Source: an optimization exercise on an open RTL-to-GDS flow (aim: small area, a short achievable clock period and few clock cycles per item). Production flows keep margins and buffers that such runs may drop. Where RTL was checked, it was by simulation tests only, not by an equivalence proof against the original.

## before
==> module ebpc_encoder, before the edit <==
module ebpc_encoder
  (
   input logic               clk_i,
   input logic               rst_ni,
   input logic [DATA_W-1:0]  data_i,
   input logic               last_i,
   input logic               vld_i,
   output logic              rdy_o,
   output logic              idle_o,
   output logic [DATA_W-1:0] znz_data_o,
   output logic              znz_last_o,
   output logic              znz_vld_o,
   input logic               znz_rdy_i,
   output logic [DATA_W-1:0] bpc_data_o,
   output logic              bpc_last_o,
   output logic              bpc_vld_o,
   input logic               bpc_rdy_i,
   output logic              blk_done_o
   );
  logic              iv_q;
  logic [DATA_W-1:0] id_q;
  logic              il_q, inz_q;
  logic              take;
  logic              znz_room, nz_ok;
  logic [5:0]        znz_code;
  logic [3:0]        znz_len;
  logic              coder_free, xfer, xfer_tag;
  logic [0:BLOCK_SIZE-1][DATA_W-1:0] words;
  logic              bpc_room, code_vld, code_end;
  logic [7:0]        code;
  logic [3:0]        code_len;
  logic              xfer_open, res_nz, res_last;
  logic              full_d, coder_busy_d;
  logic              cv_q, ce_q, code_free;
  logic [7:0]        cd_q;
  logic [3:0]        cl_q;
  assign idle_o = 1'b0;
  logic              ok_q, ok_d, iv_d, inz_d;
  logic              znz_room_d, nz_ok_d, coder_free_d, bpc_room_d, cv_d;
  logic              accept;
  logic              rdy_q;    
  assign take   = iv_q && ok_q;
  assign rdy_o  = rdy_q;
  assign accept = vld_i && (!iv_q || ok_q);
  assign iv_d         = accept || (iv_q && !take);
  assign inz_d        = accept ? |data_i : inz_q;
  assign cv_d         = code_free ? code_vld : cv_q;
  assign coder_free_d = !coder_busy_d && (!cv_d || bpc_room_d);
  assign ok_d         = znz_room_d && (!inz_d || nz_ok_d);
  always_ff @(posedge clk_i or negedge rst_ni) begin
    if (~rst_ni)
      iv_q <= 1'b0;
    else
      iv_q <= iv_d;
  end
  always_ff @(posedge clk_i) begin
    ok_q  <= ok_d;
    rdy_q <= !iv_d || ok_d;
    if (accept) begin
      id_q  <= data_i;
      il_q  <= last_i;
      inz_q <= |data_i;
    end
  end
  zrle zrle_i (
    .clk_i (clk_i),
    .rst_ni(rst_ni),
    .vld_i (take),
    .nz_i  (inz_q),
    .last_i(il_q),
    .code_o(znz_code),
    .len_o (znz_len)
  );
  shift_streamer #(.IW(6)) znz_pack_i (
    .clk_i (clk_i),
    .rst_ni(rst_ni),
    .vld_i (take),
    .data_i(znz_code),
    .len_i (znz_len),
    .end_i (il_q),
    .room_o(znz_room),
    .room_d_o(znz_room_d),
    .data_o(znz_data_o),
    .last_o(znz_last_o),
    .vld_o (znz_vld_o),
    .rdy_i (znz_rdy_i)
  );
  dbp_dbx_enc collect_i (
    .clk_i       (clk_i),
    .rst_ni      (rst_ni),
    .take_i      (take),
    .nz_i        (inz_q),
    .last_i      (il_q),
    .data_i      (id_q),
    .coder_free_i(coder_free),
    .nz_ok_o     (nz_ok),
    .full_d_o    (full_d),
    .coder_free_d_i(coder_free_d),
    .nz_ok_d_o   (nz_ok_d),
    .xfer_o      (xfer),
    .tag_o       (xfer_tag),
    .open_o      (xfer_open),
    .res_nz_o    (res_nz),
    .res_last_o  (res_last),
    .words_o     (words)
  );
  seq_coder coder_i (
    .clk_i  (clk_i),
    .rst_ni (rst_ni),
    .xfer_i (xfer),
    .tag_i  (xfer_tag),
    .open_i (xfer_open),
    .res_nz_i  (res_nz),
    .res_last_i(res_last),
    .base_i (words[0]),
    .words_i(words),
    .room_i (code_free),
    .free_o (coder_free),
    .busy_d_o(coder_busy_d),
    .vld_o  (code_vld),
    .code_o (code),
    .len_o  (code_len),
    .end_o  (code_end)
  );
  assign code_free = !cv_q || bpc_room;
  always_ff @(posedge clk_i or negedge rst_ni) begin
    if (~rst_ni)
      cv_q <= 1'b0;
    else if (code_free)
      cv_q <= code_vld;
  end
  always_ff @(posedge clk_i) begin
    if (code_free) begin
      cd_q <= code;
      cl_q <= code_len;
      ce_q <= code_end;
    end
  end
  shift_streamer #(.IW(8)) bpc_pack_i (
    .clk_i (clk_i),
    .rst_ni(rst_ni),
    .vld_i (cv_q && bpc_room),
    .data_i(cd_q),
    .len_i (cl_q),
    .end_i (ce_q),
    .room_o(bpc_room),
    .room_d_o(bpc_room_d),
    .data_o(bpc_data_o),
    .last_o(bpc_last_o),
    .vld_o (bpc_vld_o),
    .rdy_i (bpc_rdy_i)
  );
  done_gen done_gen_i (
    .clk_i     (clk_i),
    .rst_ni    (rst_ni),
    .znz_fin_i (znz_vld_o && znz_rdy_i && znz_last_o),
    .bpc_fin_i (bpc_vld_o && bpc_rdy_i && bpc_last_o),
    .blk_done_o(blk_done_o)
  );
endmodule  
export LEC_CHECK = 0
export CAP_MARGIN = 20
export CORE_MARGIN = 2
export CORE_UTILIZATION = 55
export CTS_CLUSTER_DIAMETER = 100
export CTS_CLUSTER_SIZE = 25
export PLACE_DENSITY = 0.7
export SLEW_MARGIN = 20
create_clock -name core_clock -period 12.0 [get_ports {clk_i}]
standard.sh (not shown) runs the stock make flow with config.mk's settings and CLKGATE_MAP_FILE= SYNTH_SCRIPT=/design/flow/synth_recipe.tcl, a recipe that flattens the netlist after the stock synthesis.
==> flow/flow/run.sh <==
#!/bin/bash
# Standard layout, with repair_timing asked for extra setup slack against
# the design's own constraints (same SDC, same clock period).
cp standard.sh standard_copy.sh.txt 2>/dev/null
export SETUP_SLACK_MARGIN=8.6
export CTS_ARGS="-sink_clustering_enable -repair_clock_nets -sink_clustering_size 25 -sink_clustering_max_diameter 100 -dont_use_dummy_load -distance_between_buffers 2000 -branching_point_buffers_distance 2000"
bash standard.sh > standard_flow.log 2>&1
Testbench counts of before, summed over its fixed seeds: cycles 28,903, words 28,155.
Input-level comparison between after and before:
--- a/flow/design.v
+++ b/flow/design.v
@@ -477,5 +477,6 @@
   logic              cv_q, ce_q, code_free;
   logic [7:0]        cd_q;
-  logic [3:0]        cl_q;
+  logic [1:0]        cl_q;     
+  logic [3:0]        cl_len;
   assign idle_o = 1'b0;
   logic              ok_q, ok_d, iv_d, inz_d;
@@ -566,4 +567,11 @@
     .end_o  (code_end)
   );
+  always_comb
+    case (cl_q)
+      2'd1:    cl_len = 4'd5;
+      2'd2:    cl_len = 4'd6;
+      2'd3:    cl_len = 4'd2;
+      default: cl_len = 4'd8;
+    endcase
   assign code_free = !cv_q || bpc_room;
   always_ff @(posedge clk_i or negedge rst_ni) begin
@@ -576,5 +584,10 @@
     if (code_free) begin
       cd_q <= code;
-      cl_q <= code_len;
+      case (code_len)
+        4'd5:    cl_q <= 2'd1;
+        4'd6:    cl_q <= 2'd2;
+        4'd2:    cl_q <= 2'd3;
+        default: cl_q <= 2'd0;
+      endcase
       ce_q <= code_end;
     end
@@ -585,5 +598,5 @@
     .vld_i (cv_q && bpc_room),
     .data_i(cd_q),
-    .len_i (cl_q),
+    .len_i (cl_len),
     .end_i (ce_q),
     .room_o(bpc_room),
### Flow results
- Looking at the reports, after completed the entire flow and the layout it produced met the timing, design-rule and antenna checks.
- The run showing the smaller fraction of standard cell area in multi-input logic is before.
- Compared with before, after supports a higher clock frequency.
- Cell count of the worst reg-to-reg path: after vs before up 5
- Summary: with before as the reference, routed wire length in after moved up by a few percent.
- The run showing the greater post-synthesis cell area is after.
Function not checked in after: the RTL went through the layout flow alone.

---

Another version of the RTL of ebpc_encoder (not shown whole).
For scale: ~1200 cells after synthesis, about 270 flip-flops, roughly 37 I/O pins, roughly 13000 µm² of cells after synthesis.
==> module seq_coder, before the edit <==
module seq_coder (
  input  logic                            clk_i,
  input  logic                            rst_ni,
  input  logic                            xfer_i,
  input  logic                            tag_i,
  input  logic                            open_i,
  input  logic                            res_nz_i,
  input  logic                            res_last_i,
  input  logic [DATA_W-1:0]               base_i,
  input  logic [0:BLOCK_SIZE-1][DATA_W-1:0] words_i,
  input  logic                            room_i,     
  output logic                            free_o,     
  output logic                            vld_o,
  output logic [7:0]                      code_o,
  output logic [3:0]                      len_o,
  output logic                            end_o
);
  logic [0:BLOCK_SIZE-1][DATA_W-1:0] e_d, e_q;     
  logic [1:BLOCK_SIZE-1]           b_d, b_q, b_n;  
  logic [BLOCK_SIZE-2:0]           p_n, p_0;       
  logic [BLOCK_SIZE-2:0]           q_q, q_d;       
  logic [BLOCK_SIZE-2:0]           p, x;
  logic [3:0]                      s_d, s_q;       
  logic [3:0]                      zr_d, zr_q;     
  logic                            xz_d, xz_q;     
  logic                            sl_d, sl_q;     
  logic                            busy_d, busy_q, tag_d, tag_q, open_d, open_q;
  logic [7:0]                      symb;
  logic                            symb_short;
  assign free_o = !busy_q && room_i;
  always_comb
    for (int k = 1; k < BLOCK_SIZE; k++) begin
      p[BLOCK_SIZE-1-k]   = e_q[k][0] ^ e_q[k-1][0] ^ b_q[k];
      b_n[k]              = (!e_q[k][0] && e_q[k-1][0]) || (!(e_q[k][0] ^ e_q[k-1][0]) && b_q[k]);
      p_n[BLOCK_SIZE-1-k] = e_q[k][1] ^ e_q[k-1][1] ^ b_n[k];
      p_0[BLOCK_SIZE-1-k] = words_i[k][0] ^ words_i[k-1][0];
    end
  assign x = p ^ q_q;
  dbx_compressor compressor_i (
    .dbp_i  (p),
    .dbx_i  (x),
    .symb_o (symb),
    .short_o(symb_short)
  );
  always_comb begin
    logic adv;
    logic [3:0] zeros;
    adv    = 1'b0;
    busy_d = busy_q;
    tag_d  = tag_q;
    open_d = open_q;
    if (open_q && res_nz_i)
      open_d = 1'b0;
    if (open_q && res_last_i) begin
      open_d = 1'b0;
      tag_d  = 1'b1;
    end
    s_d    = s_q;
    zr_d   = zr_q;
    e_d    = e_q;
    b_d    = b_q;
    q_d    = q_q;
    vld_o  = 1'b0;
    code_o = '0;
    len_o  = '0;
    end_o  = 1'b0;
    zeros  = zr_q;
    xz_d   = xz_q;
    sl_d   = sl_q;
    if (xfer_i) begin
      vld_o  = 1'b1;
      code_o = base_i;
      len_o  = 4'd8;
      busy_d = 1'b1;
      tag_d  = tag_i;
      open_d = open_i;
      s_d    = '0;
      zr_d   = '0;
      e_d    = words_i;
      b_d    = '0;
      q_d    = '0;
      sl_d   = 1'b0;
      xz_d   = (p_0 == '0);
    end else if (busy_q) begin
      if (xz_q && !sl_q) begin
        adv  = 1'b1;
        zr_d = zr_q + 4'd1;
      end else if (room_i && !(sl_q && open_q)) begin
        vld_o = 1'b1;
        if (xz_q || zr_q != '0) begin
          if (xz_q)
            zeros = zr_q + 4'd1;
          if (zeros == 4'd1) begin
            code_o = 8'b01000000;
            len_o  = 4'd2;
          end else begin
            code_o = {3'b001, 3'(zeros - 4'd2), 2'b00};
            len_o  = 4'd6;
          end
          zr_d = '0;
        end else begin
          code_o = symb;
          len_o  = symb_short ? 4'd5 : 4'd8;
        end
        if (xz_q || zr_q == '0) begin
          if (sl_q) begin
            busy_d = 1'b0;
            end_o  = tag_q;
          end else
            adv = 1'b1;
        end
      end
      if (adv) begin
        s_d  = s_q + 4'd1;
        sl_d = (s_q == 4'(DATA_W-1));
        q_d  = p;
        xz_d = (p_n == p);
        b_d  = b_n;
        for (int k = 0; k < BLOCK_SIZE; k++)
          e_d[k] = {e_q[k][DATA_W-1], e_q[k][DATA_W-1:1]};
      end
    end
  end
  always_ff @(posedge clk_i or negedge rst_ni) begin
    if (~rst_ni) begin
      busy_q <= 1'b0;
      open_q <= 1'b0;
    end else begin
      busy_q <= busy_d;
      open_q <= open_d;
    end
  end
  always_ff @(posedge clk_i) begin
    tag_q <= tag_d;
    xz_q  <= xz_d;
    sl_q  <= sl_d;
    s_q   <= s_d;
    zr_q  <= zr_d;
    e_q   <= e_d;
    b_q   <= b_d;
    q_q   <= q_d;
  end
endmodule
clock: 12.0 ns
lec_check: 0
cap_margin: 20
core_margin: 2
core_utilization: 40
place_density: 0.6
slew_margin: 20
==> flow/flow/run.sh <==
#!/bin/bash
# Standard layout, with repair_timing asked for extra setup slack against
# the design's own constraints (same SDC, same clock period).
cp standard.sh standard_copy.sh.txt 2>/dev/null
export SETUP_SLACK_MARGIN=8.6
bash standard.sh > standard_flow.log 2>&1
Rerun with:
--- a/flow/design.v
+++ b/flow/design.v
@@ -231,34 +231,41 @@
   logic [BLOCK_SIZE-2:0]           q_q, q_d;       
   logic [BLOCK_SIZE-2:0]           p, x;
   logic [3:0]                      s_d, s_q;       
   logic [3:0]                      zr_d, zr_q;     
   logic                            xz_d, xz_q;     
   logic                            sl_d, sl_q;     
+  logic                            xz2_d, xz2_q;   
+  logic [1:BLOCK_SIZE-1]           b_nn;
+  logic [BLOCK_SIZE-2:0]           p_nn;
   logic                            busy_d, busy_q, tag_d, tag_q, open_d, open_q;
   logic [7:0]                      symb;
   logic                            symb_short;
   assign free_o = !busy_q && room_i;
   always_comb
     for (int k = 1; k < BLOCK_SIZE; k++) begin
       p[BLOCK_SIZE-1-k]   = e_q[k][0] ^ e_q[k-1][0] ^ b_q[k];
       b_n[k]              = (!e_q[k][0] && e_q[k-1][0]) || (!(e_q[k][0] ^ e_q[k-1][0]) && b_q[k]);
       p_n[BLOCK_SIZE-1-k] = e_q[k][1] ^ e_q[k-1][1] ^ b_n[k];
       p_0[BLOCK_SIZE-1-k] = words_i[k][0] ^ words_i[k-1][0];
+      b_nn[k]             = (!e_q[k][1] && e_q[k-1][1]) || (!(e_q[k][1] ^ e_q[k-1][1]) && b_n[k]);
+      p_nn[BLOCK_SIZE-1-k] = e_q[k][2] ^ e_q[k-1][2] ^ b_nn[k];
     end
   assign x = p ^ q_q;
   dbx_compressor compressor_i (
     .dbp_i  (p),
     .dbx_i  (x),
     .symb_o (symb),
     .short_o(symb_short)
   );
   always_comb begin
-    logic adv;
+    logic adv, lastz, fin;
     logic [3:0] zeros;
     adv    = 1'b0;
+    lastz  = 1'b0;
+    fin    = 1'b0;
     busy_d = busy_q;
     tag_d  = tag_q;
     open_d = open_q;
     if (open_q && res_nz_i)
       open_d = 1'b0;
     if (open_q && res_last_i) begin
@@ -273,12 +280,13 @@
     vld_o  = 1'b0;
     code_o = '0;
     len_o  = '0;
     end_o  = 1'b0;
     zeros  = zr_q;
     xz_d   = xz_q;
+    xz2_d  = xz2_q;
     sl_d   = sl_q;
     if (xfer_i) begin
       vld_o  = 1'b1;
       code_o = base_i;
       len_o  = 4'd8;
       busy_d = 1'b1;
@@ -288,21 +296,24 @@
       zr_d   = '0;
       e_d    = words_i;
       b_d    = '0;
       q_d    = '0;
       sl_d   = 1'b0;
       xz_d   = (p_0 == '0);
+      xz2_d  = 1'b0;
     end else if (busy_q) begin
-      if (xz_q && !sl_q) begin
+      lastz = (s_q == 4'(DATA_W-1)) && xz_q && xz2_q;
+      fin   = sl_q || lastz;
+      if (xz_q && !fin) begin
         adv  = 1'b1;
         zr_d = zr_q + 4'd1;
-      end else if (room_i && !(sl_q && open_q)) begin
+      end else if (room_i && !(fin && open_q)) begin
         vld_o = 1'b1;
         if (xz_q || zr_q != '0) begin
           if (xz_q)
-            zeros = zr_q + 4'd1;
+            zeros = zr_q + (lastz ? 4'd2 : 4'd1);
           if (zeros == 4'd1) begin
             code_o = 8'b01000000;
             len_o  = 4'd2;
           end else begin
             code_o = {3'b001, 3'(zeros - 4'd2), 2'b00};
             len_o  = 4'd6;
@@ -310,24 +321,25 @@
           zr_d = '0;
         end else begin
           code_o = symb;
           len_o  = symb_short ? 4'd5 : 4'd8;
         end
         if (xz_q || zr_q == '0) begin
-          if (sl_q) begin
+          if (fin) begin
             busy_d = 1'b0;
             end_o  = tag_q;
           end else
             adv = 1'b1;
         end
       end
       if (adv) begin
         s_d  = s_q + 4'd1;
         sl_d = (s_q == 4'(DATA_W-1));
         q_d  = p;
-        xz_d = (p_n == p);
+        xz_d  = (p_n == p);
+        xz2_d = (p_nn == p_n);
         b_d  = b_n;
         for (int k = 0; k < BLOCK_SIZE; k++)
           e_d[k] = {e_q[k][DATA_W-1], e_q[k][DATA_W-1:1]};
       end
     end
   end
@@ -340,12 +352,13 @@
       open_q <= open_d;
     end
   end
   always_ff @(posedge clk_i) begin
     tag_q <= tag_d;
     xz_q  <= xz_d;
+    xz2_q <= xz2_d;
     sl_q  <= sl_d;
     s_q   <= s_d;
     zr_q  <= zr_d;
     e_q   <= e_d;
     b_q   <= b_d;
     q_q   <= q_d;
After rerunning: The new run completed with no timing, DRC or antenna violations. Synthesized cell count rose by about 4.5%. Utilization decreases by 0.50 points. Via count stays flat. Die area increases by about 1.1%. Setup slack is about the same.
Testbench counts after the change, summed over its fixed seeds: cycles 28,903, words 28,155.
Only the layout flow was run in the first run of this note; the RTL was not checked for function there.

## separate check: timing with driven ports
In the flow no input, the clock included, has a driving cell. The finished layouts below were timed again as built, in two steps.
Step 1, drivers: a clkbuf_16 drives clk_i and a buf_2 each remaining input, both assumed.
Step 2, shift: input delay + t, output delay - t, t = (earliest + latest rising clock arrival at the registers) / 2. This alone moves slack from input paths to output paths.
Three values: ideal ports, drivers, drivers and shift; two values: the first two.
run	t (ns)	setup slack, ns	clock arrival spread, ns
before	0.534	8.525 / 8.477 / 8.170	0.056 / 0.057
after	0.524	8.591 / 8.545 / 8.157	0.053 / 0.054
the first run of note 2	0.598	8.496 / 8.451 / 8.040	0.025 / 0.024
the second run of note 2	0.589	8.494 / 8.446 / 8.106	0.014 / 0.014
After both steps setup and hold are still met in every run listed. For the first run of note 2, which loses most, drivers alone change the setup slack by -0.045 ns; drivers and shift together by -0.456 ns.
